From an optimization exercise on the open Yosys and OpenROAD flow, aimed at small area, a short achievable clock period and few clock cycles per item; shortcuts taken in it are not production practice. Function was not checked in any run shown here: the RTL went through the layout flow alone.

`flow/design.v`:
```
`timescale 1ns / 1ps
module simon_engine (
  input  logic           clk,                  
  input  logic           rst,                  
  input  logic           ctrl_in_begin,        
  input  logic [10:0]    ctrl_in_num_blocks,   
  input  logic [63:0]    ctrl_in_key,          
  output logic           done_intr,            
  output logic [31:0]    pt_addra,
  input  logic [31:0]    pt_rd_data,
  output logic [31:0]    ct_addra,
  output logic [31:0]    ct_wr_data,
  output logic [3:0]     ct_wea
);
  localparam int R  = 3;         
  localparam int NS = (32 + R - 1) / R;  
  localparam int RL = 32 - R * (NS - 1);  
  localparam int CW = $clog2(NS);
  localparam logic [61:0] Z = 62'b01100111000011010100100010111110110011100001101010010001011111;
  logic          run;      
  logic [CW-1:0] cnt;      
  logic [10:0]   rd;       
  logic [10:0]   wr;       
  logic [10:0]   left;     
  logic          wea_r, done_r;
  logic          run_n;
  logic [CW-1:0] cnt_n;
  logic [10:0]   rd_n, wr_n, left_n;
  logic          wea_n, done_n;
  always_comb begin
    run_n  = run;
    cnt_n  = cnt;
    rd_n   = rd + 1'b1;
    wr_n   = wr + 1'b1;
    left_n = left - 1'b1;
    wea_n  = 1'b0;
    done_n = 1'b0;
    if (!run) begin
      cnt_n  = '0;
      rd_n   = '0;
      wr_n   = '0;
      left_n = ctrl_in_num_blocks;
      if (ctrl_in_begin) begin
        run_n = 1'b1;
        rd_n  = 11'd1;
      end
    end else if (wea_r) begin
      wea_n  = (left != 11'd1);
      done_n = (left == 11'd2);
      if (left == 11'd1) begin
        run_n = 1'b0;
        rd_n  = '0;
      end
    end else begin
      wr_n   = wr;
      left_n = left;
      if (cnt == CW'(NS - 1)) begin
        wea_n  = 1'b1;
        done_n = (left == 11'd1);
      end else begin
        cnt_n = cnt + 1'b1;
      end
    end
  end
  always_ff @(posedge clk) begin
    if (!rst) begin
      run    <= 1'b0;
      rd     <= '0;
      wea_r  <= 1'b0;
      done_r <= 1'b0;
    end else begin
      run    <= run_n;
      rd     <= rd_n;
      wea_r  <= wea_n;
      done_r <= done_n;
    end
    cnt  <= cnt_n;
    wr   <= wr_n;
    left <= left_n;
  end
  function automatic logic [15:0] ror(input logic [15:0] v, input int s);
    ror = (v >> s) | (v << (16 - s));
  endfunction
  function automatic logic [63:0] kstep(input logic [63:0] k, input int i);
    logic [15:0] kx [0:3+R];
    logic [15:0] t;
    for (int j = 0; j < 4; j++) kx[j] = k[16*j +: 16];
    for (int j = 0; j < R; j++) begin
      t = ror(kx[j+3], 3) ^ kx[j+1];
      kx[j+4] = kx[j] ^ t ^ ror(t, 1) ^ 16'hfffc ^ {15'd0, Z[i + j]};
    end
    for (int j = 0; j < 4; j++) kstep[16*j +: 16] = kx[j+R];
  endfunction
  logic [63:0] ks;
  logic [63:0] ks_next;
  always_comb begin
    ks_next = '0;
    for (int c = 0; c < NS; c++)
      if (cnt == CW'(c)) ks_next = kstep(ks, R * c);
  end
  always_ff @(posedge clk)
    ks <= run ? ks_next : ctrl_in_key;
  logic [16*R-1:0] rk [0:NS-1];
  assign rk[0] = ctrl_in_key[16*R-1:0];
  for (genvar s = 1; s < NS; s++) begin : g_rk
    always_ff @(posedge clk)
      if (run && !wea_r && cnt == CW'(s - 1)) rk[s] <= ks_next[16*R-1:0];
  end
  function automatic logic [31:0] rounds(input logic [31:0] b, input logic [16*R-1:0] k, input int n);
    logic [15:0] x, y, t;
    x = b[31:16];
    y = b[15:0];
    for (int j = 0; j < n; j++) begin
      t = x;
      x = y ^ ({x[14:0], x[15]} & {x[7:0], x[15:8]}) ^ {x[13:0], x[15:14]} ^ k[16*j +: 16];
      y = t;
    end
    rounds = {x, y};
  endfunction
  logic [31:0] d [0:NS];
  assign d[0] = pt_rd_data;
  for (genvar s = 0; s < NS; s++) begin : g_stage
    always_ff @(posedge clk)
      d[s+1] <= rounds(d[s], rk[s], (s == NS - 1) ? RL : R);
  end
  assign pt_addra   = {19'd0, rd, 2'b00};
  assign ct_addra   = {19'd0, wr, 2'b00};
  assign ct_wr_data = d[NS];
  assign ct_wea     = {4{wea_r}};
  assign done_intr  = done_r;
endmodule
```
`flow/constraint.sdc`:
```
create_clock -name core_clock -period 4.0 [get_ports {clk}]
set_input_delay 0.8000 -clock core_clock [delete_from_list [all_inputs] [get_ports {clk}]]
set_output_delay 0.8000 -clock core_clock [all_outputs]
set_load 0.01 [all_outputs]
```
`flow/run.sh`:
```
#!/bin/bash
# synth_recipe.tcl (not shown) runs the flow's synth.tcl, then flattens the netlist and writes it again
# the make line also repeats each setting of config.mk as NAME=value (left out here)
make -C /OpenROAD-flow-scripts/flow DESIGN_CONFIG=/design/flow/config.mk WORK_HOME=/design/flow/orfs CLKGATE_MAP_FILE= SYNTH_SCRIPT=/design/flow/synth_recipe.tcl finish
```
`flow/config.mk`:
```
export PLATFORM = sky130hd
export DESIGN_NAME = simon_engine
export DESIGN_NICKNAME = simon_engine
export VERILOG_FILES = /design/flow/design.v
export SDC_FILE = /design/flow/constraint.sdc
export NUM_CORES = 4
export LEC_CHECK = 0
export ABC_CLOCK_PERIOD_IN_PS = 1800
export CAP_MARGIN = 20
export CORE_MARGIN = 2
export CORE_UTILIZATION = 40
export SETUP_SLACK_MARGIN = 2.2
export SLEW_MARGIN = 20
```
==> results of run 1 <==
==> layout make-up <==
type,instances,area [um2],area share [%]
multi-input combinational,2620,31940,44.75
sequential,920,23620,33.10
timing repair buffer,1030,10520,14.74
clock buffer,144,2928,4.102
tap,1403,1755,2.460
clock inverter,46,474.2,0.6644
inverter,21,93.84,0.1315
antenna,15,37.54,0.05259
==> cells in the mapped netlist (2+ instances only) <==
library cell,number
buf_2,2
o21ai_0,9
nand4b_1,2
nor2b_1,7
nor4_1,2
edfxtp_1,475
ha_1,9
dfxtp_1,445
xor2_1,49
xnor3_2,2
o22ai_1,12
nand3_1,15
and2_1,38
nand2b_1,8
and3_1,5
inv_1,21
xor2_2,2
nand4_1,4
a21oi_1,19
nor3_1,6
xnor3_1,10
clkbuf_1,23
nand3b_1,3
nor2_1,55
xnor2_1,1669
a31oi_1,3
xnor2_2,3
xor3_1,2
mux2_2,50
mux2i_1,9
nand2_1,523
buf_4,47
==> critical path, delay by kind of cell (launching register included) <==
family | cells | cell delay [ns]
buf+inv | 1 | 0.18
flops | 1 | 0.37
mux | 2 | 0.74
xor+xnor | 5 | 1.30
==> worst paths after layout <==
check             endpoint  slack, ns  cells after the start
hold / removal       ks[6]       0.39                      2
hold reg to reg      wr[5]       0.53                      2
setup / recovery    ks[56]       1.36                      8
setup reg to reg    ks[56]       1.36                      8
==> routing by layer <==
metal / routed length, um / GRT usage, % / up-vias
li1: - / - / 13780
met1: 63930 / 36.83 / 16130
met2: 80560 / 45.31 / 1726
met3: 14900 / 4.694 / 571
met4: 11880 / 13.19 / 8
met5: 56 / 0 / -
==> through the flow <==
| step | setup WS [ns] | util (%) |
|---|---|---|
| after global placement | 0.8895 | 43.98 |
| after detailed placement | 0.8414 | 43.98 |
| final | 1.364 | 66.76 |
| after floorplan | 1.280 | - |
| after global routing | 1.381 | 66.74 |
| after CTS | 1.618 | 61.25 |
==> repair_timing <==
action / in CTS / in global routing
hold buffers: 0 / 0
pin swaps: 765 / 733
gates resized for setup: 1970 / 786
setup buffers: 623 / 167
setup endpoints to repair: 1396 / 1280
gates cloned: 46 / 18
==> sequential cells by signal, indices dropped and copies added (netlist names) <==
signal / flops
left: 11
rk: 464
wr: 11
ks: 64
cnt: 4
wea_r: 1
done_r: 1
run: 1
d: 352
rd: 11
==> cells by family after synthesis <==
| group | count (synthesis) | synth area share [%] |
|---|---|---|
| compound gates | 52 | 0.7065 |
| buf+inv | 94 | 1.253 |
| mux | 60 | 1.553 |
| flops | 920 | 53.84 |
| other cells | 1 | 0.008714 |
| xor+xnor | 1738 | 35.96 |
| fa+ha+maj | 9 | 0.2617 |
| simple gates | 674 | 6.414 |
==> metrics.yaml, run 1 <==
yosys:
  yosys-top-cells-area: "xnor2_1 (34%), edfxtp_1 (33%), dfxtp_1 (21%), nand2_1 (4.6%), mux2_2 (1.3%)"
  synth_area_leader_cell: "xnor2_1"
  async_flop_share_pct: 0
  netlist_instances: 3548
  avgSynthCellArea_um2: 12.13
  ys_warn_count: 14
  synth_seq_area_share_pct: 53.84
  ys_types: 51
  synth_edf_count: 475
  ys_seq_elements: 920
  synthFlopType: "edfxtp_1"
  synth_top_area_share_pct: 33.97
  synthesis.area_um2: 43040
final_layout:
  num-nets-final: 4812
  layout_commonest_cell: "xnor2_2"
  area_growth_pct: 65.84
  final_cell_area_um2: 71370
  nFillCells: 6798
  drive_gt1_share_pct: 57.00
  final_cells: 6199
  final_cell_mix: "xnor2_2 (717), xnor2_1 (694), buf_4 (490)"
global_route:
  overflow: 0
  grt_pass1_vias: 30970
  grt_antenna_before_repair: 29
  grt_usage_pct: 28.04
  grt_pass1_wl_um: 222400
  grt_max_degree: 66
outcome:
  status: "finished clean"
detailed_routing:
  via_count: 32210
  via_per_inst: 5.196
  wl_um: 171300
  routedWlPerCell_um: 27.64
  ant_nets: 0
  drc: 0
  drt-initial-drc-count: 3134
  first_pass_iters: 5
clocking:
  numCtsBuffers: 100
  cts_root_buffer: "clkbuf_16"
  cts-htree-levels: 3
  insertion_delay_ns: 0.74
  clk_pin_slew_ns: 0.07
  max-clock-path-buffers: 3
  clock-sinks: 920
  cts_tree: "done"
floorplanning:
  dieHeight_um: 332.0
  initial_core_util_pct: 40.26
  num_io_pins: 211
  die_w_um: 332.0
  rows: 120
  die_area_um2: 110200
  core_area_um2: 106900
critical_path:
  critPathLaunchType: "register"
  crit_fanout: 3
  end_kind: "register"
  r2r-start: "ks[16]"
  cp.arrival_ns: 3.27
  startpoint: "ks[16]"
  cp.required_ns: 4.64
  critPathKind: "register to register"
  cp_cell_sequence: "xnor3_2, xnor2_4, xor2_4, buf_6, xnor2_2, xnor2_1, mux2i_1, mux2_4"
  crit_slowest_cell: "mux2i_1"
  max_stage_delay_ns: 0.49
timing:
  final_max_slew_viol_count: 0
  whs_ns: 0.3931
  hold_viol_final: 0
  grt_setup_unrepaired: "true"
  fmax_ghz: 0.3793
  fin_crit_sh_pct: 65.91
  fin_worst_skew_ns: 0.07076
  fin_crit_ns: 2.636
  setup_viol: 0
  relSlewSlack_pct: 38.26
  tightest_slew_ns: 0.9260
  setup_tns_ns: 0
min_path:
  hold_path.class: "primary input to register"
  hp-start: "ctrl_in_key[6]"
placement:
  dp_hpwl_um: 90870
  io_buffers: 168
  dpl.cell_count: 5140
  placed_area_um2: 47010
  place_congestion: 0.9108
job:
  cap_violations: 0
==> run 2: changes to the inputs <==
--- a/flow/design.v
+++ b/flow/design.v
@@ -13,5 +13,5 @@
   output logic [3:0]     ct_wea
 );
-  localparam int R  = 3;         
+  localparam int R  = 4;         
   localparam int NS = (32 + R - 1) / R;  
   localparam int RL = 32 - R * (NS - 1);  
==> run 2 against run 1 <==
Compared with the run above:
- die area increased by 6.4%
- critical path depth unchanged
- register-to-register slack got worse by 0.70 ns
- core utilization increased by 3.7 points
- sequential share of layout area decreased by 6.6 points
- maximum frequency decreased by 21%
- cell count increased by 5.1%
- largest cell class unchanged
==> metrics.yaml, run 2 <==
min_path:
  hold_depth: 2
  hold_path.class: "primary input to register"
timing:
  fin_crit_ns: 3.339
  fin_worst_skew_ns: 0.05819
  setup_viol: 0
  fmax_ghz: 0.2995
  fin_crit_sh_pct: 83.47
  hold_viol_final: 0
  final_max_slew_viol_count: 0
  tightest_slew_ns: 0.9254
  relSlewSlack_pct: 37.86
  fin_ws_ns: 0.6612
  grt_setup_unrepaired: "true"
  setup_tns_ns: 0
outcome:
  status: "finished clean"
detailed_routing:
  drc: 0
  drt-initial-drc-count: 4360
  first_pass_iters: 6
  routedWlPerCell_um: 34.37
  ant_nets: 0
  wl_um: 223900
  via_per_inst: 5.831
  via_count: 37990
critical_path:
  rrSetupSlack_ns: 0.66
  end_kind: "register"
  cp.arrival_ns: 3.95
  startpoint: "ks[31]"
  reg2regPathDepth: 8
  crit_path_end: "ks[56]"
  r2r-start: "ks[31]"
  critPathLaunchType: "register"
  critPathKind: "register to register"
  crit_fanout: 4
  r2r_end: "ks[56]"
  cp.required_ns: 4.62
final_layout:
  final_cells: 6515
  area_growth_pct: 75.38
  reg_top3: "rk: 448 flops, d: 256 flops, ks: 64 flops"
  final_cell_mix: "buf_4 (602), buf_6 (550), edfxtp_1 (459)"
  drive_gt1_share_pct: 67.06
  largest_reg_flops: 448
  layout_commonest_cell: "buf_4"
  top_register: "rk"
  num-nets-final: 4998
  nFillCells: 6092
yosys:
  synth_seq_area_share_pct: 45.29
  yosysMostFrequentCell: "xnor2_1"
  yosys.area_share.xor_xnor_pct: 41.41
  synth_common_cells: "xnor2_1 (623), edfxtp_1 (459), xnor3_1 (427)"
  synth_top_area_share_pct: 30.09
  synthesis.area_um2: 45810
  yosys-top-cells-area: "edfxtp_1 (30%), xnor3_1 (21%), dfxtp_1 (15%), xnor2_1 (12%), xor2_1 (5.9%)"
  synth_mux_area_share_pct: 1.595
  synth_compound_area_share_pct: 1.917
  synth-adder-area-share_pct: 0.3004
  synth_top_family_by_area: "XOR/XNOR gates"
  ys_warn_count: 11
  ys_seq_elements: 807
  netlist_instances: 3370
  async_flop_share_pct: 0
  ys_types: 46
  synth_area_leader_cell: "edfxtp_1"
  avgSynthCellArea_um2: 13.59
  synthFlopType: "edfxtp_1"
  synth_edf_count: 459
  synthSimpleGateAreaFrac_pct: 8.254
floorplanning:
  rows: 124
  die_w_um: 342.4
  initial_core_util_pct: 40.17
  num_io_pins: 211
  dieHeight_um: 342.4
  die_area_um2: 117300
  core_area_um2: 114000
global_route:
  grt_antenna_before_repair: 40
  grt_usage_pct: 31.46
  grt_pass1_wl_um: 259500
  grt_pass1_vias: 34280
  overflow: 0
  grt_max_degree: 62
clocking:
  cts_root_buffer: "clkbuf_16"
  numCtsBuffers: 87
  cts-htree-levels: 3
  clock-sinks: 807
  insertion_delay_ns: 0.70
  max-clock-path-buffers: 3
  cts_tree: "done"
  clk_pin_slew_ns: 0.07
placement:
  place_congestion: 0.9314
  place_ws_ns: -0.01567
  dpl.cell_count: 5140
  io_buffers: 168
  dp_hpwl_um: 115900
job:
  cap_violations: 0
-- run 2: cell count changes after synthesis, sizes merged, moves of 7 or more --
| cell | previous run | this run |
|---|---|---|
| edfxtp | 475 | 459 |
| a21oi | 19 | 141 |
| nand2 | 523 | 271 |
| dfxtp | 445 | 348 |
| clkbuf | 23 | 30 |
| xnor3 | 12 | 429 |
| and3 | 5 | 135 |
| nor4 | 2 | 130 |
| and2 | 38 | 10 |
| xor2 | 52 | 310 |
| xnor2 | 1672 | 674 |
| xor3 | 2 | 12 |
| nor2 | 55 | 206 |
-- run 2: kinds of logic after synthesis --
group / Yosys count
xor+xnor: 1425
mux: 66
fa+ha+maj: 11
other cells: 1
flops: 807
buf+inv: 102
simple gates: 791
compound gates: 167
-- run 2: stage by stage --
stage | hold slack [ns] | cell area, um2 | util [%]
after global placement | 0.4992 | 50680 | 44.44
after detailed placement | 0.5052 | 50680 | 44.45
after CTS | 0.3581 | 71960 | 63.10
final | 0.3691 | 80340 | 70.45
after floorplan | 0.4907 | 46410 | -
after global routing | 0.3670 | 80240 | 70.36
-- run 2: worst min-delay path by stage --
| stage | startpoint | endpoint |
|---|---|---|
| after global routing | ctrl_in_key[10] | ks[10] |
| final | ctrl_in_key[10] | ks[10] |
| after detailed placement | rd[10] | rd[10] |
| after floorplan | cnt[1] | cnt[1] |
| after global placement | wr[9] | wr[9] |
| after CTS | ctrl_in_key[13] | ks[13] |
-- run 2: timing repair --
| item | in CTS | in global routing |
|---|---|---|
| endpoints found under the setup margin | 1290 | 1102 |
| gates resized for setup | 2937 | 808 |
| setup buffers | 668 | 475 |
| hold buffers | 0 | 0 |
| cloned | 13 | 4 |
| pin swaps | 716 | 561 |
-- run 2: per-layer routing --
layer | share of wire [%] | track usage (%) | up-vias
li1 | - | - | 14740
met1 | 34 | 40.41 | 19000
met2 | 46 | 50.42 | 3152
met3 | 11 | 5.676 | 1078
met4 | 9.8 | 17.51 | 20
met5 | 0.076 | 0 | -
-- run 2: layout make-up --
| class | instances | area, um2 | share of cell area, % |
|---|---|---|---|
| Sequential cell | 807 | 21270 | 26.47 |
| Timing Repair Buffer | 1454 | 15610 | 19.43 |
| Tap cell | 1512 | 1892 | 2.355 |
| Multi-Input combinational cell | 2508 | 38340 | 47.72 |
| Inverter | 19 | 86.33 | 0.1075 |
| Clock buffer | 119 | 2559 | 3.185 |
| Antenna cell | 52 | 130.1 | 0.1620 |
| Clock inverter | 44 | 462.9 | 0.5762 |
-- run 2: critical path, cell delays in order (launching register included) --
cell     delay (ns)
dfxtp_2        0.43
xor2_1         0.63
xnor3_1        0.51
xnor3_2        0.57
xnor2_2        0.24
xnor2_2        0.15
mux2i_2        0.31
buf_6          0.25
mux2_4         0.17
==> run 3: changes to the inputs <==
--- a/flow/design.v
+++ b/flow/design.v
@@ -13,5 +13,5 @@
   output logic [3:0]     ct_wea
 );
-  localparam int R  = 4;         
+  localparam int R  = 3;         
   localparam int NS = (32 + R - 1) / R;  
   localparam int RL = 32 - R * (NS - 1);  
@@ -82,28 +82,30 @@
     ror = (v >> s) | (v << (16 - s));
   endfunction
-  function automatic logic [63:0] kstep(input logic [63:0] k, input int i);
+  function automatic logic [R-1:0] zbits(input logic [CW-1:0] c);
+    zbits = '0;
+    for (int n = 0; n < NS; n++)
+      if (c == CW'(n)) zbits = Z[R*n +: R];
+  endfunction
+  function automatic logic [63:0] kstep(input logic [63:0] k, input logic [R-1:0] zb);
     logic [15:0] kx [0:3+R];
-    logic [15:0] t;
     for (int j = 0; j < 4; j++) kx[j] = k[16*j +: 16];
-    for (int j = 0; j < R; j++) begin
-      t = ror(kx[j+3], 3) ^ kx[j+1];
-      kx[j+4] = kx[j] ^ t ^ ror(t, 1) ^ 16'hfffc ^ {15'd0, Z[i + j]};
-    end
+    for (int j = 0; j < R; j++)
+      kx[j+4] = (kx[j] ^ kx[j+1] ^ ror(kx[j+1], 1) ^ 16'hfffc ^ {15'd0, zb[j]})
+              ^ (ror(kx[j+3], 3) ^ ror(kx[j+3], 4));
     for (int j = 0; j < 4; j++) kstep[16*j +: 16] = kx[j+R];
   endfunction
   logic [63:0] ks;
-  logic [63:0] ks_next;
-  always_comb begin
-    ks_next = '0;
-    for (int c = 0; c < NS; c++)
-      if (cnt == CW'(c)) ks_next = kstep(ks, R * c);
-  end
+  wire  [63:0] ks_next = kstep(ks, zbits(cnt));
   always_ff @(posedge clk)
     ks <= run ? ks_next : ctrl_in_key;
+  localparam int ND = 4 / R;
   logic [16*R-1:0] rk [0:NS-1];
-  assign rk[0] = ctrl_in_key[16*R-1:0];
-  for (genvar s = 1; s < NS; s++) begin : g_rk
-    always_ff @(posedge clk)
-      if (run && !wea_r && cnt == CW'(s - 1)) rk[s] <= ks_next[16*R-1:0];
+  for (genvar s = 0; s < NS; s++) begin : g_rk
+    if (s < ND) begin : g_direct
+      assign rk[s] = ctrl_in_key[16*R*s +: 16*R];
+    end else begin : g_reg
+      always_ff @(posedge clk)
+        if (run && !wea_r && cnt == CW'(s - 1)) rk[s] <= ks_next[16*R-1:0];
+    end
   end
   function automatic logic [31:0] rounds(input logic [31:0] b, input logic [16*R-1:0] k, input int n);
--- a/flow/config.mk
+++ b/flow/config.mk
@@ -6,8 +6,8 @@
 export NUM_CORES = 4
 export LEC_CHECK = 0
-export ABC_CLOCK_PERIOD_IN_PS = 1800
+export ABC_CLOCK_PERIOD_IN_PS = 2100
 export CAP_MARGIN = 20
 export CORE_MARGIN = 2
 export CORE_UTILIZATION = 40
-export SETUP_SLACK_MARGIN = 2.2
+export SETUP_SLACK_MARGIN = 1.9
 export SLEW_MARGIN = 20
==> run 3 against run 2 <==
Compared with the run above:
- global-route usage decreased by 7.0 points
- via count fell by 31%
- core utilization is 19 points lower
- maximum frequency increased by 46%
- synthesized cell count is 2.1% lower
- count of clock-buffer cells in the layout increased by 13
- cell count shrank 18%
- hold slack improved by 0.10 ns
- register-to-register slack improved by 1.1 ns
- non-clock buffer count down 1035
- still clean on timing, DRC and antenna
==> metrics.yaml, run 3 <==
yosys:
  netlist_instances: 3300
  yosysMostFrequentCell: "xnor2_1"
  ys_warn_count: 4
  ys_types: 47
  synth_seq_area_share_pct: 53.09
  async_flop_share_pct: 0
  synth_top_area_share_pct: 32.68
  synth_common_cells: "xnor2_1 (1154), nand2_1 (521), edfxtp_1 (475)"
  avgSynthCellArea_um2: 13.23
  synth_area_leader_cell: "edfxtp_1"
  synthesis.area_um2: 43650
  yosys-top-cells-area: "edfxtp_1 (33%), xnor2_1 (23%), dfxtp_1 (20%), xnor3_1 (9.4%), nand2_1 (4.5%)"
  synth_edf_count: 475
  ys_seq_elements: 920
  synthFlopType: "edfxtp_1"
detailed_routing:
  wl_um: 139100
  via_per_inst: 4.929
  drc: 0
  ant_nets: 0
  routedWlPerCell_um: 26.17
  drt-initial-drc-count: 2662
  first_pass_iters: 7
  via_count: 26210
global_route:
  grt_pass1_wl_um: 191500
  grt_max_degree: 74
  grt_usage_pct: 24.44
  grt_pass1_vias: 25460
  overflow: 0
  grt_antenna_before_repair: 31
final_layout:
  top_register: "rk"
  ff_latch_area_um2: 23330
  final_cell_mix: "xnor2_1 (891), nand2_1 (521), edfxtp_1 (475)"
  reg_top3: "rk: 464 flops, d: 352 flops, ks: 64 flops"
  drive_gt1_share_pct: 25.53
  largest_reg_flops: 464
  nFillCells: 9134
  multi_input_area_um2: 23060
  layout_commonest_cell: "xnor2_1"
  area_growth_pct: 27.61
  num-nets-final: 3920
  final_cell_area_um2: 55700
timing:
  setup_viol: 0
  tightest_slew_ns: 0.8726
  final_max_slew_viol_count: 0
  relSlewSlack_pct: 41.83
  fin_crit_sh_pct: 57.11
  setup_tns_ns: 0
  grt_setup_unrepaired: "true"
  fin_crit_ns: 2.285
  fin_worst_skew_ns: 0.04874
  fmax_ghz: 0.4377
  hold_viol_final: 0
clocking:
  max-clock-path-buffers: 3
  clk_pin_slew_ns: 0.07
  insertion_delay_ns: 0.70
  postCtsHoldBufs: 0
  clock-sinks: 920
  cts-htree-levels: 3
  numCtsBuffers: 98
  cts_tree: "done"
  cts_root_buffer: "clkbuf_16"
floorplanning:
  die_w_um: 334.3
  die_area_um2: 111800
  core_area_um2: 108600
  num_io_pins: 211
  dieHeight_um: 334.3
  initial_core_util_pct: 40.21
  rows: 121
critical_path:
  rrSetupSlack_ns: 1.72
  crit_fanout: 10
  critPathLaunchType: "register"
  cp.arrival_ns: 2.69
  cp.required_ns: 4.40
  r2r_end: "rk[1][32]"
  reg2regPathDepth: 8
  critPathKind: "register to register"
  end_kind: "register"
  r2r-start: "cnt[0]"
min_path:
  whs_endpoint: "ks[9]"
  hp-start: "ctrl_in_key[9]"
  hold_path.class: "primary input to register"
  hold_depth: 2
outcome:
  status: "finished clean"
placement:
  io_buffers: 168
  dp_hpwl_um: 90710
  placed_area_um2: 47610
  place_congestion: 0.8832
job:
  cap_violations: 0
==> run 3: routing by layer <==
layer | vias to the layer above | part of all wire [%] | global-route usage [%]
li1 | 11770 | - | -
met1 | 13110 | 42 | 33.17
met2 | 1081 | 46 | 37.78
met3 | 240 | 8.5 | 5.990
met4 | 6 | 3.4 | 9.258
met5 | - | 0.029 | 0
==> run 3: worst max-delay path, cell delays in order (launching register included) <==
cell      delay, ns
dfxtp_4        0.39
ha_4           0.29
nand2b_1       0.17
a31oi_1        0.27
a21oi_2        0.09
buf_4          0.16
xnor2_2        0.25
xnor2_4        0.16
buf_8          0.19
==> run 3: cells by family after synthesis <==
logic type,after synthesis,synth area share [%]
xor gates and xnor gates,1561,37.90
DFF,920,53.09
and+or+nand+nor,632,5.782
buffers and inverters,86,1.204
muxes,47,1.215
AOI/OAI and AO/OA,44,0.5390
adders and majority gates,9,0.2580
other,1,0.008592
==> run 3: how the worst max path moves through the flow <==
stage	startpoint	endpoint	slack, ns	cells after the start
6_report	cnt[0]	rk[1][32]	1.72	8
5_1_grt	cnt[0]	rk[1][32]	1.68	8
4_1_cts	cnt[0]	ks[60]	1.67	7
3_5_place_dp	pt_rd_data[26]	d[1][16]	0.86	7
3_3_place_gp	pt_rd_data[31]	d[1][20]	0.89	7
2_1_floorplan	cnt[0]	rk[3][0]	1.19	5
==> run 3: repair_timing <==
item / CTS / global route
setup buffers: 118 / 76
gates resized for setup: 492 / 213
hold endpoints to repair: 0 / 0
setup endpoints to repair: 882 / 387
pin swaps: 52 / 89
cloned: 10 / 1
==> run 3: per-stage QoR <==
step | instances | setup WS [ns] | hold WS, ns | utilization [%]
2_1_floorplan | 3341 | 1.194 | 0.4773 | -
3_3_place_gp | 4908 | 0.8899 | 0.5085 | 43.76
3_5_place_dp | 4910 | 0.8590 | 0.5048 | 43.86
4_1_cts | 5222 | 1.673 | 0.5134 | 49.70
5_1_grt | 5306 | 1.675 | 0.4617 | 51.29
6_report | 5317 | 1.715 | 0.4729 | 51.31
==> run 3: final cells by class <==
type / instances / share of cell area [%]
repair inverters: 1 / 0.01348
repair buffers: 419 / 7.125
clock inverters: 52 / 0.9367
well taps: 1414 / 3.176
diodes: 18 / 0.08087
multi-input cells: 2343 / 41.40
flip-flops and latches: 920 / 41.88
inverters: 18 / 0.1730
clock buffers: 132 / 5.207
==> run 4: changes to the inputs <==
--- a/flow/design.v
+++ b/flow/design.v
@@ -82,8 +82,6 @@
     ror = (v >> s) | (v << (16 - s));
   endfunction
-  function automatic logic [R-1:0] zbits(input logic [CW-1:0] c);
-    zbits = '0;
-    for (int n = 0; n < NS; n++)
-      if (c == CW'(n)) zbits = Z[R*n +: R];
+  function automatic logic [R-1:0] zbits(input int n);
+    zbits = Z[R*n +: R];
   endfunction
   function automatic logic [63:0] kstep(input logic [63:0] k, input logic [R-1:0] zb);
@@ -95,8 +93,13 @@
     for (int j = 0; j < 4; j++) kstep[16*j +: 16] = kx[j+R];
   endfunction
-  logic [63:0] ks;
-  wire  [63:0] ks_next = kstep(ks, zbits(cnt));
-  always_ff @(posedge clk)
-    ks <= run ? ks_next : ctrl_in_key;
+  logic [63:0]  ks;
+  logic [R-1:0] zr;
+  always_ff @(posedge clk) begin
+    if (!run)                    ks <= kstep(ctrl_in_key, zbits(0));
+    else if (cnt < CW'(NS - 2))  ks <= kstep(ks, zr);
+    zr <= zbits(0);
+    for (int n = 0; n < NS - 1; n++)
+      if (run_n && cnt_n == CW'(n)) zr <= zbits(n + 1);
+  end
   localparam int ND = 4 / R;
   logic [16*R-1:0] rk [0:NS-1];
@@ -104,7 +107,9 @@
     if (s < ND) begin : g_direct
       assign rk[s] = ctrl_in_key[16*R*s +: 16*R];
+    end else if (s == NS - 1) begin : g_last
+      assign rk[s] = ks[16*R-1:0];
     end else begin : g_reg
       always_ff @(posedge clk)
-        if (run && !wea_r && cnt == CW'(s - 1)) rk[s] <= ks_next[16*R-1:0];
+        if (run && !wea_r && cnt == CW'(s - 1)) rk[s] <= ks[16*R-1:0];
     end
   end
--- a/flow/config.mk
+++ b/flow/config.mk
@@ -6,8 +6,8 @@
 export NUM_CORES = 4
 export LEC_CHECK = 0
-export ABC_CLOCK_PERIOD_IN_PS = 2100
+export ABC_CLOCK_PERIOD_IN_PS = 2000
 export CAP_MARGIN = 20
 export CORE_MARGIN = 2
 export CORE_UTILIZATION = 40
-export SETUP_SLACK_MARGIN = 1.9
+export SETUP_SLACK_MARGIN = 2.0
 export SLEW_MARGIN = 20
==> run 4 against run 3 <==
Compared with the run above:
- final area grew 6.4%
- synthesized area is 3.1% higher
- setup slack lost 0.054 ns
- sequential share of layout area is 2.9 points lower
- die area rose by 3.1%
- non-clock buffer count up 168
- core utilization grew 1.6 points
- highest routed layer unchanged
- clock skew decreased by 0.012 ns
==> metrics.yaml, run 4 <==
outcome:
  status: "finished clean"
clocking:
  clock-sinks: 891
  clk_pin_slew_ns: 0.06
  insertion_delay_ns: 0.68
  postCtsHoldBufs: 0
  max-clock-path-buffers: 3
  cts-htree-levels: 3
  numCtsBuffers: 94
  cts_root_buffer: "clkbuf_16"
  cts_tree: "done"
timing:
  fin_ws_ns: 1.662
  relSlewSlack_pct: 31.41
  fin_crit_sh_pct: 58.45
  fmax_ghz: 0.4277
  fin_crit_ns: 2.338
  whs_ns: 0.4515
  setup_tns_ns: 0
  tightest_slew_ns: 1.029
  setup_viol: 0
  final_max_slew_viol_count: 0
  hold_viol_final: 0
  fin_worst_skew_ns: 0.03669
  grt_setup_unrepaired: "true"
final_layout:
  final_cell_area_um2: 59280
  drive_gt1_share_pct: 34.52
  reg_top3: "rk: 432 flops, d: 352 flops, ks: 64 flops"
  ff_latch_area_um2: 23090
  nFillCells: 9465
  utilization_pct: 52.91
  area_growth_pct: 31.70
  largest_reg_flops: 432
  num-nets-final: 4235
  multi_input_area_um2: 26150
  top_register: "rk"
  final_cell_mix: "xnor2_1 (900), nand2_1 (533), edfxtp_1 (507)"
  layout_commonest_cell: "xnor2_1"
yosys:
  avgSynthCellArea_um2: 12.95
  synth_area_leader_cell: "edfxtp_1"
  synth_seq_area_share_pct: 50.90
  synth_top_area_share_pct: 33.82
  netlist_instances: 3475
  synthesis.area_um2: 45010
  ys_warn_count: 6
  synthFlopType: "edfxtp_1"
  yosys-top-cells-area: "edfxtp_1 (34%), xnor2_1 (25%), dfxtp_1 (17%), xnor3_1 (9.4%), xor2_1 (4.6%)"
  yosysMostFrequentCell: "xnor2_1"
  async_flop_share_pct: 0
  synth_common_cells: "xnor2_1 (1290), nand2_1 (536), edfxtp_1 (507)"
  synth_edf_count: 507
  ys_types: 45
  ys_seq_elements: 891
detailed_routing:
  via_per_inst: 4.927
  wl_um: 145400
  drc: 0
  via_count: 28140
  routedWlPerCell_um: 25.45
  first_pass_iters: 5
  drt-initial-drc-count: 2731
  ant_nets: 0
critical_path:
  r2r_end: "ks[54]"
  crit_path_end: "ks[54]"
  cp.required_ns: 4.41
  reg2regPathDepth: 7
  r2r-start: "ks[12]"
  rrSetupSlack_ns: 1.66
  startpoint: "ks[12]"
  critPathKind: "register to register"
  critPathLaunchType: "register"
  end_kind: "register"
  cp.arrival_ns: 2.75
  crit_fanout: 2
floorplanning:
  core_area_um2: 112000
  dieHeight_um: 339.5
  initial_core_util_pct: 40.18
  rows: 123
  num_io_pins: 211
  die_area_um2: 115200
  die_w_um: 339.5
placement:
  place_ws_ns: 0.5520
  dp_hpwl_um: 96870
  placed_area_um2: 49060
  io_buffers: 168
  place_congestion: 0.8594
min_path:
  hp-start: "ks[41]"
  hold_path.class: "register to register"
global_route:
  grt_use_met2_pct: 38.97
  overflow: 0
  use_met1_pct: 34.16
  grt_usage_pct: 24.50
  grt_pass1_wl_um: 202400
  met3_usage_pct: 3.282
  grt_antenna_before_repair: 17
  grt_pass1_vias: 27480
  grt.busiest_layer: "met2"
  grt_max_degree: 85
job:
  cap_violations: 0
-- run 4: cells by family after synthesis --
logic type	count (synthesis)	share of synthesized area (%)
xor gates and xnor gates	1746	40.49
DFF	891	50.90
and+or+nand+nor	647	5.668
buffers and inverters	95	1.234
AOI/OAI and AO/OA	48	0.5531
muxes	38	0.9006
adders and majority gates	9	0.2502
other	1	0.008331
-- run 4: per-stage QoR --
step,cells
floorplan,3516
global placement,5164
detailed placement,5164
CTS,5554
global route,5699
finish,5711
-- run 4: cell type report --
class / count / share of cell area [%]
Clock inverter: 43 / 0.7197
Inverter: 10 / 0.09286
Multi-Input combinational cell: 2532 / 44.10
Timing Repair Buffer: 587 / 8.286
Sequential cell: 891 / 38.95
Clock buffer: 135 / 4.628
Antenna cell: 13 / 0.05487
Tap cell: 1500 / 3.166
-- run 4: what timing repair did --
action | 4_1_cts | 5_1_grt
gates cloned | 0 | 3
setup buffers | 212 | 141
pin swaps | 179 | 184
endpoints found under the setup margin | 697 | 479
gates resized for setup | 889 | 399
-- run 4: worst min path at each step --
stage          slack, ns   endpoint  cells past startpoint
6_report            0.45  rk[1][41]                      0
5_1_grt             0.46  rk[1][41]                      0
4_1_cts             0.45  rk[1][41]                      0
3_5_place_dp        0.43  rk[1][41]                      0
3_3_place_gp        0.44  rk[1][41]                      0
2_1_floorplan       0.54     rd[10]                      2
-- run 4: layer usage --
metal | wire, um | vias up
met3 | 10860 | 257
li1 | - | 12570
met1 | 60870 | 14140
met2 | 67730 | 1169
met5 | 37 | -
met4 | 5846 | 6
-- run 4: worst max-delay path: stages, from the launching register on --
cell	delay (ns)
edfxtp_1	0.44
buf_12	0.17
xnor3_1	0.39
xnor2_2	0.21
xor2_2	0.24
xor2_2	0.24
xnor2_1	0.12
mux2_2	0.26
==> run 5: changes to the inputs <==
--- a/flow/config.mk
+++ b/flow/config.mk
@@ -6,8 +6,8 @@
 export NUM_CORES = 4
 export LEC_CHECK = 0
-export ABC_CLOCK_PERIOD_IN_PS = 2000
+export ABC_CLOCK_PERIOD_IN_PS = 2100
 export CAP_MARGIN = 20
 export CORE_MARGIN = 2
 export CORE_UTILIZATION = 40
-export SETUP_SLACK_MARGIN = 2.0
+export SETUP_SLACK_MARGIN = 1.9
 export SLEW_MARGIN = 20
==> run 5 against run 4 <==
Compared with the run above:
- non-clock buffer count fell by 116
- core utilization fell by 1.5 points
- clock skew is 0.0054 ns higher
- synthesized area did not move
- register-to-register slack improved by 0.03 ns
- synthesized cell count unchanged
- largest cell class unchanged
==> metrics.yaml, run 5 <==
critical_path:
  critPathLaunchType: "register"
  crit_fanout: 2
  cp.arrival_ns: 2.72
  cp.required_ns: 4.40
  critPathKind: "register to register"
  end_kind: "register"
detailed_routing:
  ant_nets: 0
  first_pass_iters: 5
  via_per_inst: 4.906
  via_count: 27390
  routedWlPerCell_um: 25.64
  drc: 0
  wl_um: 143100
  drt-initial-drc-count: 2695
yosys:
  synth_top_area_share_pct: 33.82
  synthFlopType: "edfxtp_1"
  synthesis.area_um2: 45010
  avgSynthCellArea_um2: 12.95
  synth_common_cells: "xnor2_1 (1290), nand2_1 (536), edfxtp_1 (507)"
  synth_area_leader_cell: "edfxtp_1"
  yosys-top-cells-area: "edfxtp_1 (34%), xnor2_1 (25%), dfxtp_1 (17%), xnor3_1 (9.4%), xor2_1 (4.6%)"
  ys_types: 45
  synth_edf_count: 507
  yosysMostFrequentCell: "xnor2_1"
  async_flop_share_pct: 0
  ys_warn_count: 6
  netlist_instances: 3475
  synth_seq_area_share_pct: 50.90
  ys_seq_elements: 891
timing:
  final_max_slew_viol_count: 0
  setup_viol: 0
  relSlewSlack_pct: 31.42
  fin_crit_sh_pct: 57.82
  fin_crit_ns: 2.313
  fin_worst_skew_ns: 0.04209
  hold_viol_final: 0
  tightest_slew_ns: 1.029
  setup_tns_ns: 0
  fmax_ghz: 0.4324
  grt_setup_unrepaired: "true"
final_layout:
  drive_gt1_share_pct: 25.45
  top_register: "rk"
  reg_top3: "rk: 432 flops, d: 352 flops, ks: 64 flops"
  multi_input_area_um2: 25350
  num-nets-final: 4119
  largest_reg_flops: 432
  area_growth_pct: 27.93
  nFillCells: 9641
  layout_commonest_cell: "xnor2_1"
  ff_latch_area_um2: 22990
  final_cell_mix: "xnor2_1 (976), nand2_1 (536), edfxtp_1 (507)"
global_route:
  grt_pass1_wl_um: 200100
  grt_antenna_before_repair: 16
  grt_pass1_vias: 27070
  grt_max_degree: 87
  grt_usage_pct: 24.28
  overflow: 0
floorplanning:
  dieHeight_um: 339.5
  rows: 123
  die_w_um: 339.5
  die_area_um2: 115200
  num_io_pins: 211
  core_area_um2: 112000
  initial_core_util_pct: 40.18
clocking:
  cts_tree: "done"
  max-clock-path-buffers: 3
  insertion_delay_ns: 0.68
  cts-htree-levels: 3
  clk_pin_slew_ns: 0.07
  cts_root_buffer: "clkbuf_16"
  numCtsBuffers: 92
  clock-sinks: 891
outcome:
  status: "finished clean"
placement:
  io_buffers: 168
  dp_hpwl_um: 96980
  place_congestion: 0.8737
job:
  cap_violations: 0
min_path:
  hold_path.class: "register to register"
-- run 5: cell counts after synthesis --
No cell type changed its count.
-- run 5: area by class of cell --
cell class,instances,area share (%)
clock buffers,142,4.839
repair buffers,471,7.251
multi-input cells,2534,44.02
clock inverters,31,0.6258
well taps,1500,3.259
diodes,4,0.01738
flip-flops and latches,891,39.92
inverters,10,0.07387
-- run 5: per-layer routing --
| metal | global-route usage [%] | routed length (um) | vias up |
|---|---|---|---|
| met5 | 0 | 0 | - |
| met4 | 8.158 | 5929 | 0 |
| met3 | 3.304 | 10570 | 242 |
| met2 | 38.75 | 65850 | 1113 |
| met1 | 34.10 | 60780 | 13700 |
| li1 | - | - | 12340 |
-- run 5: path summary, 6_finish.rpt --
path	to	from	slack, ns	cells past startpoint
worst max register to register	ks[54]	ks[12]	1.69	6
worst max-delay path	ks[54]	ks[12]	1.69	6
worst min-delay path	wr[7]	wr[7]	0.52	2
worst min register to register	wr[7]	wr[7]	0.52	2
-- run 5: repair_timing --
action                     in CTS  in global routing
pin swaps                     113                122
resized for setup             600                264
buffers inserted              161                 74
setup endpoints to repair     551                505
hold buffers                    0                  0
cloned                          2                  3
-- run 5: per-stage QoR --
step / utilization (%) / cells / hold WS (ns) / cell area (um2) / setup slack, ns
after floorplan: - / 3516 / 0.5444 / 45630 / 1.289
after global placement: 43.79 / 5166 / 0.5013 / 49060 / 0.6704
after detailed placement: 43.79 / 5166 / 0.4981 / 49060 / 0.6794
after CTS: 49.69 / 5502 / 0.5184 / 55680 / 1.654
after global routing: 51.39 / 5579 / 0.5558 / 57580 / 1.604
final: 51.40 / 5583 / 0.5170 / 57590 / 1.687
-- run 5: critical path: stages (launching register included) --
cell	delay [ns]
edfxtp_1	0.53
xnor3_1	0.50
xnor2_2	0.21
xor2_2	0.23
xor2_2	0.21
xnor2_1	0.11
mux2_2	0.26
-- run 5: cells by family after synthesis --
group	synth area share (%)
other	0.008331
DFF	50.90
adders and majority gates	0.2502
buffers and inverters	1.234
and+or+nand+nor	5.668
xor gates and xnor gates	40.49
AOI/OAI and AO/OA	0.5531
muxes	0.9006
==> run 6: changes to the inputs <==
--- a/flow/design.v
+++ b/flow/design.v
@@ -46,7 +46,7 @@
       end
     end else if (wea_r) begin
-      wea_n  = (left != 11'd1);
+      wea_n  = !done_r;
       done_n = (left == 11'd2);
-      if (left == 11'd1) begin
+      if (done_r) begin
         run_n = 1'b0;
         rd_n  = '0;
@@ -96,20 +96,27 @@
   logic [R-1:0] zr;
   always_ff @(posedge clk) begin
-    if (!run)                    ks <= kstep(ctrl_in_key, zbits(0));
-    else if (cnt < CW'(NS - 2))  ks <= kstep(ks, zr);
+    ks <= run ? kstep(ks, zr) : kstep(ctrl_in_key, zbits(0));
     zr <= zbits(0);
     for (int n = 0; n < NS - 1; n++)
       if (run_n && cnt_n == CW'(n)) zr <= zbits(n + 1);
   end
-  localparam int ND = 4 / R;
+  logic [15:0] rkey [0:31];
+  for (genvar j = 0; j < 32; j++) begin : g_key
+    localparam int S = j / R;
+    if (j < 4) begin : g_in
+      assign rkey[j] = ctrl_in_key[16*j +: 16];
+    end else begin : g_reg
+      always_ff @(posedge clk)
+        if (run && !wea_r && cnt == CW'(S - 1)) rkey[j] <= ks[16*(j - R*S) +: 16];
+    end
+  end
   logic [16*R-1:0] rk [0:NS-1];
   for (genvar s = 0; s < NS; s++) begin : g_rk
-    if (s < ND) begin : g_direct
-      assign rk[s] = ctrl_in_key[16*R*s +: 16*R];
-    end else if (s == NS - 1) begin : g_last
-      assign rk[s] = ks[16*R-1:0];
-    end else begin : g_reg
-      always_ff @(posedge clk)
-        if (run && !wea_r && cnt == CW'(s - 1)) rk[s] <= ks[16*R-1:0];
+    for (genvar j = 0; j < R; j++) begin : g_j
+      if (R*s + j < 32) begin : g_v
+        assign rk[s][16*j +: 16] = rkey[R*s + j];
+      end else begin : g_x
+        assign rk[s][16*j +: 16] = '0;
+      end
     end
   end
==> run 6 against run 5 <==
Compared with the run above:
- die area is 0.45% lower
- first-iteration DRC count is 1.6% lower
- synthesized cell count hardly changed
- critical endpoint is now ks[57]
- largest cell class unchanged
==> metrics.yaml, run 6 <==
critical_path:
  crit_slowest_cell: "xor3_2"
  cp.required_ns: 4.54
  max_stage_delay_ns: 0.49
  cp.arrival_ns: 2.88
  critPathKind: "register to register"
  crit_fanout: 2
  end_kind: "register"
  cp_cell_sequence: "xor3_2, xnor3_2, xor2_4, xnor3_1, xor2_1, mux2_4"
  critPathLaunchType: "register"
final_layout:
  reg_top3: "rkey: 448 flops, d: 352 flops, ks: 64 flops"
  largest_reg_flops: 448
  area_growth_pct: 25.18
  final_cell_area_um2: 56090
  drive_gt1_share_pct: 22.42
  layout_commonest_cell: "xnor2_1"
  final_cell_mix: "xnor2_1 (1016), nand2_1 (534), edfxtp_1 (459)"
  num-nets-final: 4040
  top_register: "rkey"
timing:
  relSlewSlack_pct: 42.69
  final_max_slew_viol_count: 0
  tightest_slew_ns: 0.8597
  fin_crit_ns: 2.333
  fin_crit_sh_pct: 58.33
  fin_ws_ns: 1.667
  fin_worst_skew_ns: 0.03630
  fmax_ghz: 0.4286
  grt_setup_unrepaired: "true"
  hold_viol_final: 0
  setup_tns_ns: 0
  setup_viol: 0
placement:
  io_buffers: 168
  placed_area_um2: 48880
  dp_hpwl_um: 94460
  place_congestion: 0.9280
  place_ws_ns: 0.5191
yosys:
  yosysMostFrequentCell: "xnor2_1"
  async_flop_share_pct: 0
  synthFlopType: "edfxtp_1"
  synth_top_area_share_pct: 30.76
  synth_edf_count: 459
  synth_top_family_by_area: "XOR/XNOR gates"
  ys_warn_count: 6
  synthSimpleGateAreaFrac_pct: 5.610
  ys_types: 47
  synthesis.area_um2: 44810
  synth_area_leader_cell: "edfxtp_1"
  yosys-top-cells-area: "edfxtp_1 (31%), xnor2_1 (25%), dfxtp_1 (20%), xnor3_1 (9.9%), xor2_1 (4.7%)"
  synth_common_cells: "xnor2_1 (1267), nand2_1 (538), edfxtp_1 (459)"
  avgSynthCellArea_um2: 12.91
  synth_compound_area_share_pct: 0.6813
  synth-adder-area-share_pct: 0.2513
  ys_seq_elements: 907
  synth_mux_area_share_pct: 0.8768
  yosys.area_share.xor_xnor_pct: 40.70
  netlist_instances: 3472
  synth_seq_area_share_pct: 50.77
clocking:
  cts-htree-levels: 3
  clock-sinks: 907
  numCtsBuffers: 96
  cts_root_buffer: "clkbuf_16"
  postCtsHoldBufs: 0
  clk_pin_slew_ns: 0.06
  max-clock-path-buffers: 3
  insertion_delay_ns: 0.69
  cts_tree: "done"
detailed_routing:
  ant_nets: 0
  first_pass_iters: 7
  wl_um: 138900
  routedWlPerCell_um: 25.26
  via_per_inst: 4.856
  via_count: 26700
  drc: 0
  drt-initial-drc-count: 2653
floorplanning:
  num_io_pins: 211
  dieHeight_um: 338.7
  core_area_um2: 110800
  initial_core_util_pct: 40.43
  rows: 122
  die_w_um: 338.7
  die_area_um2: 114700
global_route:
  grt_antenna_before_repair: 28
  grt_usage_pct: 23.75
  grt_max_degree: 82
  grt_pass1_wl_um: 193500
  grt_pass1_vias: 26070
  overflow: 0
min_path:
  hold_path.class: "register to register"
job:
  cap_violations: 0
outcome:
  status: "finished clean"
## run 6: critical path, delay by kind of cell, from the launching register on
family,cells,cell delay (ns)
XOR/XNOR,5,1.57
flip-flops,1,0.37
multiplexers,1,0.26
## run 6: area by class of cell
class,instances,area (um2)
Antenna cell,5,12.51
Clock buffer,156,3064
Clock inverter,26,265.3
Fill cell,9687,54730
Inverter,9,60.06
Multi-Input combinational cell,2522,24370
Sequential cell,907,22900
Tap cell,1488,1862
Timing Repair Buffer,385,3566
## run 6: worst paths after layout
kind	start	to	slack, ns	cells after the start
hold reg to reg	left[10]	done_r	0.46	1
hold / removal	left[10]	done_r	0.46	1
setup / recovery	ks[15]	ks[57]	1.67	6
setup reg to reg	ks[15]	ks[57]	1.67	6
## run 6: layer usage
layer / routed length (um) / vias up / GRT usage (%)
met2: 64830 / 1094 / 38.08
li1: - / 12150 / -
met4: 4694 / 0 / 7.824
met3: 10810 / 237 / 4.464
met1: 58570 / 13220 / 32.40
met5: 0 / - / 0
## run 6: cell families after synthesis
kind of cell,after synthesis
compound gates,56
xor+xnor,1733
fa+ha+maj,9
buf+inv,84
flops,907
mux,36
other cells,1
simple gates,646
## run 6: what timing repair did
action / in CTS / in global routing
setup buffers: 66 / 85
gates resized for setup: 551 / 246
endpoints found under the setup margin: 708 / 504
pin swaps: 78 / 82
cloned: 1 / 0
## run 6: per-stage QoR
stage	std cells	utilization, %	hold slack, ns
6_report	5498	50.62	0.4550
4_1_cts	5408	49.22	0.4604
5_1_grt	5494	50.61	0.4852
3_3_place_gp	5159	44.10	0.4524
2_1_floorplan	3513	-	0.4381
3_5_place_dp	5159	44.11	0.4594
==> run 7: changes to the inputs <==
--- a/flow/design.v
+++ b/flow/design.v
@@ -16,5 +16,5 @@
   localparam int NS = (32 + R - 1) / R;  
   localparam int RL = 32 - R * (NS - 1);  
-  localparam int CW = $clog2(NS);
+  localparam int CW = 4;                
   localparam logic [61:0] Z = 62'b01100111000011010100100010111110110011100001101010010001011111;
   logic          run;      
@@ -85,19 +85,81 @@
     zbits = Z[R*n +: R];
   endfunction
+  localparam logic [64*67-1:0] KM = {
+    67'h8f01801401ec00a0,
+    67'hc780400a00f60050,
+    67'h263c02005007b0028,
+    67'h231e09002803d0014,
+    67'h18f04801c01e000a,
+    67'h10c78a400600f0005,
+    67'h63c5200b0078002,
+    67'h1031e2900d8034001,
+    67'h18f1480ec01a000,
+    67'h80c70a40f6005000,
+    67'hc06305207b002800,
+    67'he03102903d801400,
+    67'hf01801481ec00a00,
+    67'h780c00a40f600500,
+    67'h3c06005207b00280,
+    67'h41e03002903d80140,
+    67'ha080018014000c,
+    67'h50c000400a0006,
+    67'h10028600020050003,
+    67'h10014300090028001,
+    67'ha18004801c000,
+    67'h50c00a4006000,
+    67'h8002060052003000,
+    67'h4001030029001800,
+    67'ha000018014800c00,
+    67'h500000c00a400600,
+    67'h2800006005200300,
+    67'h1400003002900180,
+    67'ha000018014800c0,
+    67'h500000c00a40060,
+    67'h280000600520030,
+    67'h20140000300290018,
+    67'hc000080018000,
+    67'h60000c0004000,
+    67'h3000060002000,
+    67'h8001000030001000,
+    67'hc000000018000800,
+    67'h600000000c000400,
+    67'h3000000006000200,
+    67'h1800000003000100,
+    67'hc00000001800080,
+    67'h600000000c00040,
+    67'h300000000600020,
+    67'h180000000300010,
+    67'hc0000000180008,
+    67'h600000000c0004,
+    67'h30000000060002,
+    67'h10018000000030001,
+    67'h8000000000000000,
+    67'h4000000000000000,
+    67'h2000000000000000,
+    67'h1000000000000000,
+    67'h800000000000000,
+    67'h400000000000000,
+    67'h200000000000000,
+    67'h100000000000000,
+    67'h80000000000000,
+    67'h40000000000000,
+    67'h20000000000000,
+    67'h10000000000000,
+    67'h8000000000000,
+    67'h4000000000000,
+    67'h2000000000000,
+    67'h1000000000000
+  };
+  localparam logic [63:0] KC = 64'ha0fcaffcfffc0000;
   function automatic logic [63:0] kstep(input logic [63:0] k, input logic [R-1:0] zb);
-    logic [15:0] kx [0:3+R];
-    for (int j = 0; j < 4; j++) kx[j] = k[16*j +: 16];
-    for (int j = 0; j < R; j++)
-      kx[j+4] = (kx[j] ^ kx[j+1] ^ ror(kx[j+1], 1) ^ 16'hfffc ^ {15'd0, zb[j]})
-              ^ (ror(kx[j+3], 3) ^ ror(kx[j+3], 4));
-    for (int j = 0; j < 4; j++) kstep[16*j +: 16] = kx[j+R];
+    for (int b = 0; b < 64; b++) kstep[b] = ^({zb, k} & KM[(R+64)*b +: R+64]) ^ KC[b];
   endfunction
   logic [63:0]  ks;
   logic [R-1:0] zr;
   always_ff @(posedge clk) begin
-    ks <= run ? kstep(ks, zr) : kstep(ctrl_in_key, zbits(0));
+    ks <= kstep(run ? ks : ctrl_in_key, zr);
     zr <= zbits(0);
     for (int n = 0; n < NS - 1; n++)
-      if (run_n && cnt_n == CW'(n)) zr <= zbits(n + 1);
+      if (rst && run_n && cnt_n == CW'(n)) zr <= zbits(n + 1);
   end
   logic [15:0] rkey [0:31];
==> run 7 against run 6 <==
Compared with the run above:
- via count is 2.6% higher
- routed wire length rose by 6.4%
- final area shrank 0.44%
- non-clock buffer count down 14
- critical path depth up 1
- sequential cell count unchanged
- cell count is 1.2% higher
- count of clock-buffer cells in the layout is 23 lower
- global-route usage rose by 1.3 points
- sequential share of layout area grew 0.071 points
- synthesized cell count grew 1.6%
==> metrics.yaml, run 7 <==
outcome:
  status: "finished clean"
clocking:
  cts-htree-levels: 3
  clock-sinks: 907
  postCtsHoldBufs: 0
  insertion_delay_ns: 0.69
  clk_pin_slew_ns: 0.06
  numCtsBuffers: 97
  max-clock-path-buffers: 3
  cts_root_buffer: "clkbuf_16"
  cts_tree: "done"
yosys:
  ys_seq_elements: 907
  ys_types: 48
  synthesis.area_um2: 44870
  synth_edf_count: 459
  ys_warn_count: 4
  synth_common_cells: "xnor2_1 (1271), nand2_1 (532), edfxtp_1 (459)"
  yosysMostFrequentCell: "xnor2_1"
  synthFlopType: "edfxtp_1"
  synth_seq_area_share_pct: 50.71
  avgSynthCellArea_um2: 12.72
  yosys-top-cells-area: "edfxtp_1 (31%), xnor2_1 (25%), dfxtp_1 (20%), xnor3_1 (8.2%), xor2_1 (5.6%)"
  async_flop_share_pct: 0
  netlist_instances: 3526
  synth_area_leader_cell: "edfxtp_1"
  synth_top_area_share_pct: 30.72
global_route:
  grt_max_degree: 36
  overflow: 0
  grt_pass1_vias: 26450
  grt_pass1_wl_um: 202800
  grt_antenna_before_repair: 28
  grt_usage_pct: 25.09
floorplanning:
  initial_core_util_pct: 40.43
  rows: 122
  core_area_um2: 111000
  die_w_um: 338.9
  die_area_um2: 114900
  num_io_pins: 211
  dieHeight_um: 338.9
critical_path:
  cp.required_ns: 4.59
  critPathLaunchType: "primary input"
  startpoint: "ctrl_in_key[39]"
  cp.arrival_ns: 2.74
  critPathKind: "primary input to register"
  crit_fanout: 3
  r2r-start: "cnt[0]"
  end_kind: "register"
placement:
  io_buffers: 168
  placed_area_um2: 48600
  place_congestion: 0.9390
  dp_hpwl_um: 98210
detailed_routing:
  wl_met3_um: 14490
  first_pass_iters: 6
  routed.top_layer: "met5"
  via_count: 27390
  via_per_inst: 4.924
  drt-initial-drc-count: 2845
  drc: 0
  wl_um: 147700
  routed-wl-met2_um: 66630
  ant_nets: 0
  drt-met1-wl_um: 61580
  routedWlPerCell_um: 26.55
final_layout:
  drive_gt1_share_pct: 20.90
  top_register: "rkey"
  largest_reg_flops: 448
  area_growth_pct: 24.47
  reg_top3: "rkey: 448 flops, d: 352 flops, ks: 64 flops"
  final_cell_area_um2: 55840
  nFillCells: 9712
  final_cell_mix: "xnor2_1 (1039), nand2_1 (532), edfxtp_1 (459)"
  num-nets-final: 4094
  layout_commonest_cell: "xnor2_1"
timing:
  setup_viol: 0
  fin_crit_sh_pct: 53.83
  whs_ns: 0.4846
  grt_setup_unrepaired: "true"
  fin_worst_skew_ns: 0.02507
  fin_crit_ns: 2.153
  relSlewSlack_pct: 41.54
  final_max_slew_viol_count: 0
  hold_viol_final: 0
  setup_tns_ns: 0
  fmax_ghz: 0.4645
  tightest_slew_ns: 0.8757
min_path:
  hold_path.class: "register to register"
  hp-start: "rd[0]"
job:
  cap_violations: 0
## run 7: stage by stage
stage / cells / setup WS (ns) / utilization (%)
finish: 5563 / 1.847 / 50.32
global route: 5549 / 1.776 / 50.29
CTS: 5467 / 1.677 / 48.85
detailed placement: 5213 / 0.4655 / 43.79
global placement: 5213 / 0.4182 / 43.79
floorplan: 3567 / 1.562 / -
## run 7: path summary, 6_finish.rpt
check                      end  slack (ns)  cells past startpoint
hold reg to reg          rd[0]        0.48                      1
setup / recovery        ks[52]        1.85                      7
hold / removal           rd[0]        0.48                      1
setup reg to reg  rkey[30][15]        1.87                      2
## run 7: layout make-up
| type | instances | area (um2) | area share [%] |
|---|---|---|---|
| Sequential cell | 907 | 22830 | 40.89 |
| Multi-Input combinational cell | 2577 | 24180 | 43.30 |
| Clock buffer | 133 | 2791 | 4.999 |
| Clock inverter | 49 | 551.8 | 0.9881 |
| Timing Repair Buffer | 371 | 3500 | 6.267 |
| Tap cell | 1488 | 1862 | 3.334 |
| Inverter | 21 | 81.33 | 0.1456 |
| Antenna cell | 17 | 42.54 | 0.07618 |
## run 7: cells by family (layout without fill, tap and decap cells)
group / after synthesis / in the layout / share of synthesized area (%)
adders and majority gates: 9 / 9 / 0.2510
muxes: 86 / 86 / 2.312
AOI/OAI and AO/OA: 50 / 50 / 0.6080
DFF: 907 / 907 / 50.71
and+or+nand+nor: 641 / 661 / 5.686
buffers and inverters: 103 / 574 / 1.523
xor gates and xnor gates: 1729 / 1729 / 38.90
other: 1 / 59 / 0.008358
## run 7: repair_timing
item	CTS	global route
buffers inserted	55	71
pin swaps	36	67
gates resized for setup	471	233
gates cloned	17	8
setup endpoints to repair	737	451
## run 7: routing by layer
layer / up-vias / global-route usage, %
li1: 12340 / -
met1: 13480 / 34.25
met2: 1305 / 38.61
met3: 263 / 6.505
met4: 2 / 8.639
met5: - / 0
## run 7: critical path, stage by stage
cell and delay (ns):
clkdlybuf4s50_1 0.59, xnor2_1 0.31, nor2_1 0.08, a21oi_2 0.23, xnor2_1 0.30, xnor2_1 0.18, xnor2_1 0.25

## port drivers added, routing unchanged
In the flow no input, the clock included, has a driving cell. The finished layouts below were timed again as built, in two steps. Step 1: set_driving_cell puts a clkbuf_16 on clk and a buf_2 on each other input, an assumption about the parent block. Step 2 moves the port delays by t, midway between the first and last clock arrival at a register: inputs arrive t later, outputs are due t later. That takes back most of the time a late clock gives input paths. Three values: no drivers, after step 1, after step 2; two values: the first two.
run	t, ns	slack for setup (ns)	hold WS [ns]	latest minus earliest clock arrival (ns)
run 1	0.780	1.364 / 1.364 / 1.364	0.393 / 0.336 / 0.533	0.072 / 0.072
run 2	0.744	0.661 / 0.661 / 0.614	0.369 / 0.350 / 0.508	0.062 / 0.061
run 3	0.751	1.715 / 1.715 / 1.188	0.473 / 0.420 / 0.512	0.050 / 0.050
run 4	0.742	1.662 / 1.662 / 1.119	0.451 / 0.451 / 0.451	0.042 / 0.041
run 5	0.730	1.687 / 1.687 / 1.050	0.517 / 0.517 / 0.517	0.042 / 0.043
run 6	0.734	1.667 / 1.667 / 1.220	0.455 / 0.455 / 0.455	0.039 / 0.039
run 7	0.742	1.847 / 1.864 / 1.150	0.485 / 0.485 / 0.485	0.028 / 0.027
After both steps setup and hold are still met in every run listed. For run 7, which loses most, drivers alone change the setup slack by +0.017 ns; drivers and shift together by -0.697 ns.
